Source: an optimization exercise on an open RTL-to-GDS flow (aim: small area and a short achievable clock period). Production flows keep margins and buffers that such runs may drop.
Where RTL was checked, it was by simulation tests only, not by an equivalence proof against the original.
Power is estimated from default activity; no workload was simulated.

Setup of 09-18:
Design test1, start of the top module:
module test1 (clk, reset, num_input, cal_input, enter, ans);
    input clk;
    input reset;
    input num_input;
    input cal_input;
    input enter;
    output [7:0] ans;
    reg [7:0] ans;           
    reg rst_q, num_q, cal_q, ent_q;
    reg [3:0] cnt;           
    reg [7:0] tmp_num, tmp_cal, index_cal;
    reg busy, clr, ment;     
    reg [2:0] left;          
    reg [1:0] step;          
    reg x8;                  
    reg [7:0] ns0, ns1, cs0;  
    reg nh, nu, nd, ch, cu;   
    wire ready  = (cnt == 4'd15);
    wire accept = rst_q & ready & ~(num_q & cal_q & ent_q);
    wire k_num  = accept & ~num_q;
    wire k_cal  = accept & num_q & ~cal_q;
    wire k_ent  = accept & num_q & cal_q;
    wire num_nz = |tmp_num;
    wire cal_nz = |tmp_cal;
    wire idx_nz = |index_cal;
    wire [7:0] a  = ns0;
    wire [7:0] b  = ns1;
    wire [7:0] op = cs0;
    wire is_add = (op == 8'd2);
    wire is_sub = (op == 8'd3);
    wire is_mul = (op == 8'd4);
    wire is_div = (op == 8'd5);
    wire run    = busy & ~clr;
    wire cond   = idx_nz & (left != 3'd0) & (ment | (op >= tmp_cal));
  ...
For scale: about 1400 cells after synthesis, roughly 13 I/O pins.
clock: 45.0 ns
lec_check: 0
cap_margin: 20
core_margin: 2
core_utilization: 25
cts_buf_list: sky130_fd_sc_hd__clkbuf_4
slew_margin: 20
run.sh (not shown) runs the stock make flow with config.mk's settings and CLKGATE_MAP_FILE= SYNTH_SCRIPT=/design/flow/synth_recipe.tcl, a recipe that flattens the netlist after the stock synthesis.
Input-level comparison between 11-26 and 09-18:
-- flow/config.mk --
<<< 09-18, line 10
export CORE_UTILIZATION = 25
export CTS_BUF_LIST = sky130_fd_sc_hd__clkbuf_4
export SLEW_MARGIN = 20
>>> 11-26, line 10
export CORE_UTILIZATION = 25
export SLEW_MARGIN = 20
==> comparison <==
11-26 ends up with a final instance count without filler cells that is about 3.7% lower than in 09-18. On clock-net power: 11-26 sits above 09-18. Diff 09-18 -> 11-26: final design instance area without fill climbed 0.52%; least setup slack across all paths after layout climbed 200 ps; number of hold-repair buffers added at the cts stage barely changed. From 09-18 to 11-26 the numbers moved as follows: minimum clock period after layout shrank by 200 ps, power rose about 5%.
No functional check of the RTL was part of any run of this note.

---

maple:
Another version of the RTL of test1 (not shown whole).
Size: about 1,200 cells after synthesis, about 300 flip-flops, ~13 I/O pins, roughly 13,000 µm² of cells after synthesis.
==> flow/config.mk <==
export PLATFORM = sky130hd
export DESIGN_NAME = test1
export DESIGN_NICKNAME = test1
export VERILOG_FILES = /design/flow/design.v
export SDC_FILE = /design/flow/constraint.sdc
export NUM_CORES = 4
export LEC_CHECK = 0
export CAP_MARGIN = 20
export CORE_MARGIN = 2
export CORE_UTILIZATION = 25
export CTS_BUF_LIST = sky130_fd_sc_hd__clkbuf_8
export CTS_CLUSTER_DIAMETER = 60
export CTS_CLUSTER_SIZE = 16
export SLEW_MARGIN = 20
==> flow/constraint.sdc <==
create_clock -name core_clock -period 45.0 [get_ports {clk}]
set_input_delay 9.0000 -clock core_clock [delete_from_list [all_inputs] [get_ports {clk}]]
set_output_delay 9.0000 -clock core_clock [all_outputs]
set_load 0.01 [all_outputs]
standard.sh (not shown) runs the stock make flow with config.mk's settings and CLKGATE_MAP_FILE= SYNTH_SCRIPT=/design/flow/synth_recipe.tcl, a recipe that flattens the netlist after the stock synthesis.
==> flow/flow/run.sh <==
#!/bin/bash
# Standard layout (the standard.sh), with buf_2 as the port buffer cell.
set -euo pipefail
bash standard.sh "BUFFER_PORTS_ARGS=-buffer_cell sky130_fd_sc_hd__buf_2" finish > standard_flow.log 2>&1
In summary, maple completed successfully, with a layout that passed the timing, design-rule and antenna checks.
--- input diff maple..lagoon ---
- swapping sky130_fd_sc_hd__clkbuf_8 for sky130_fd_sc_hd__clkbuf_16 in CTS_BUF_LIST
- swapping 60 for 80 in CTS_CLUSTER_DIAMETER
- swapping 16 for 24 in CTS_CLUSTER_SIZE
Going from maple to lagoon, the worst setup slack was found to have gone up by 0.026 ns. Delta (lagoon minus maple): peak clock frequency supported by timing has remained practically unchanged; layout filler cell count has remained practically unchanged; share of cells above drive strength 1 has decreased.
#### Input delta (sierra over lagoon)
- CTS_CLUSTER_DIAMETER: 80 -> 100
- CTS_CLUSTER_SIZE: 24 -> 30
==> flow/flow/run.sh <==
#!/bin/bash
# The standard layout, with two changes: the output registers are sized
# up after synthesis, and the port buffers are buf_4.
set -euo pipefail
bash standard.sh synth > standard_synth.log 2>&1
openroad -no_init -exit flow/upsize.tcl > upsize.log 2>&1
bash standard.sh "BUFFER_PORTS_ARGS=-buffer_cell sky130_fd_sc_hd__buf_4" finish > standard_flow.log 2>&1
==> flow/flow/upsize.tcl (new file) <==
# Give the registers that drive the output ports a stronger drive: same cell
# type (dfxtp), larger size. Everything else is the standard layout.
read_db orfs/results/sky130hd/test1/base/1_synth.odb
set m [[ord::get_db] findMaster sky130_fd_sc_hd__dfxtp_4]
set n 0
foreach inst [[ord::get_db_block] getInsts] {
  if {[string range [$inst getName] 0 3] eq "ans\\" && [[$inst getMaster] getName] eq "sky130_fd_sc_hd__dfxtp_1"} {
    $inst swapMaster $m
    incr n
  }
}
puts "upsized $n"
write_db orfs/results/sky130hd/test1/base/1_synth.odb
### Flow results
Comparing global-route usage over all layers for lagoon and sierra, the smaller number came from lagoon. sierra vs. lagoon: highest achievable clock rate went up by 0.92%. Higher routed wire length goes to sierra over lagoon. Re sum of met2 wire segment lengths after detailed routing: sierra is 4.6% up on lagoon. Going from lagoon to sierra, first-pass GRT wire length grew by a few percent. Area growth from synthesis to layout came out lower on sierra than on lagoon. The vias per cell in sierra sits about 1.4% above the value recorded for lagoon.

---

test1, a different RTL version from the one above (not shown whole).
For scale: about 13 I/O pins, ~13,000 sq um of cells after synthesis.
==> flow/design.v (excerpt) <==
module test1 (clk, reset, num_input, cal_input, enter, ans);
export LEC_CHECK = 0
export CAP_MARGIN = 20
export CORE_MARGIN = 2
export CORE_UTILIZATION = 55
export CTS_BUF_LIST = sky130_fd_sc_hd__clkbuf_16
export CTS_CLUSTER_DIAMETER = 100
export CTS_CLUSTER_SIZE = 30
export SLEW_MARGIN = 20
create_clock -name core_clock -period 45.0 [get_ports {clk}]
==> flow/flow/run.sh <==
#!/bin/bash
# The standard layout, with two changes: the output registers are sized
# up after synthesis, and the port buffers are buf_4.
set -euo pipefail
bash standard.sh synth > standard_synth.log 2>&1
openroad -no_init -exit flow/upsize.tcl > upsize.log 2>&1
bash standard.sh "BUFFER_PORTS_ARGS=-buffer_cell sky130_fd_sc_hd__buf_4" finish > standard_flow.log 2>&1
==> flow/flow/upsize.tcl <==
# Give the registers that drive the output ports a stronger drive: same cell
# type (dfxtp), larger size. Everything else is the standard layout.
read_db orfs/results/sky130hd/test1/base/1_synth.odb
set m [[ord::get_db] findMaster sky130_fd_sc_hd__dfxtp_4]
set n 0
foreach inst [[ord::get_db_block] getInsts] {
  if {[string range [$inst getName] 0 3] eq "ans\\" && [[$inst getMaster] getName] eq "sky130_fd_sc_hd__dfxtp_1"} {
    $inst swapMaster $m
    incr n
  }
}
puts "upsized $n"
write_db orfs/results/sky130hd/test1/base/1_synth.odb
The baseline completed without violations.
Change:
Settings changed: CORE_UTILIZATION 55 to 40.
The new run passed the timing, design-rule and antenna checks. Die area goes up by 36%. Sequential power barely changes. First-iteration DRC count goes up by 13%. Non-clock buffer count goes down by 2. Worst setup slack gets better by 0.020 ns. Clock skew goes down by 0.0054 ns. Wire length goes up by 0.77%. Final cell count goes up by 8.1%.
Change:
Settings changed: CORE_UTILIZATION 40 to 25.
Result: The new run finished clean; global-route usage goes down by 5.7 points; utilization goes down by 15 points; die area goes up by well over a third; routed wire length goes up by a few percent.

[afterwards: timing with drivers on the ports]
In the flow no input, the clock included, has a driving cell. The finished layouts below were timed again as built, in two steps.
Step 1 (the two cells are an assumption about what drives the block):
set clk [get_ports {clk}]
set_driving_cell -lib_cell sky130_fd_sc_hd__clkbuf_16 $clk
set_driving_cell -lib_cell sky130_fd_sc_hd__buf_2 [delete_from_list [all_inputs] $clk]
Step 2, shift: input delay + t, output delay - t, t = (earliest + latest rising clock arrival at the registers) / 2. This alone moves slack from input paths to output paths.
a / b / c = ideal ports / drivers / drivers and shift; a / b = the first two.
run | t, ns | slack for setup (ns) | worst data-port slew with drivers (ns)
09-18 | 0.799 | 34.241 / 34.191 / 34.990 | 0.03
11-26 | 0.585 | 34.445 / 34.395 / 34.980 | 0.03
maple | 0.615 | 34.851 / 34.795 / 35.410 | 0.03
lagoon | 0.554 | 34.877 / 34.819 / 35.374 | 0.03
sierra | 0.549 | 34.969 / 34.911 / 35.460 | 0.03
the first run of note 3 | 0.546 | 34.976 / 34.928 / 35.396 | 0.03
the second run of note 3 | 0.537 | 34.996 / 34.945 / 35.285 | 0.03
the third run of note 3 | 0.556 | 34.973 / 34.915 / 35.372 | 0.03
After both steps every run listed still meets setup and hold.
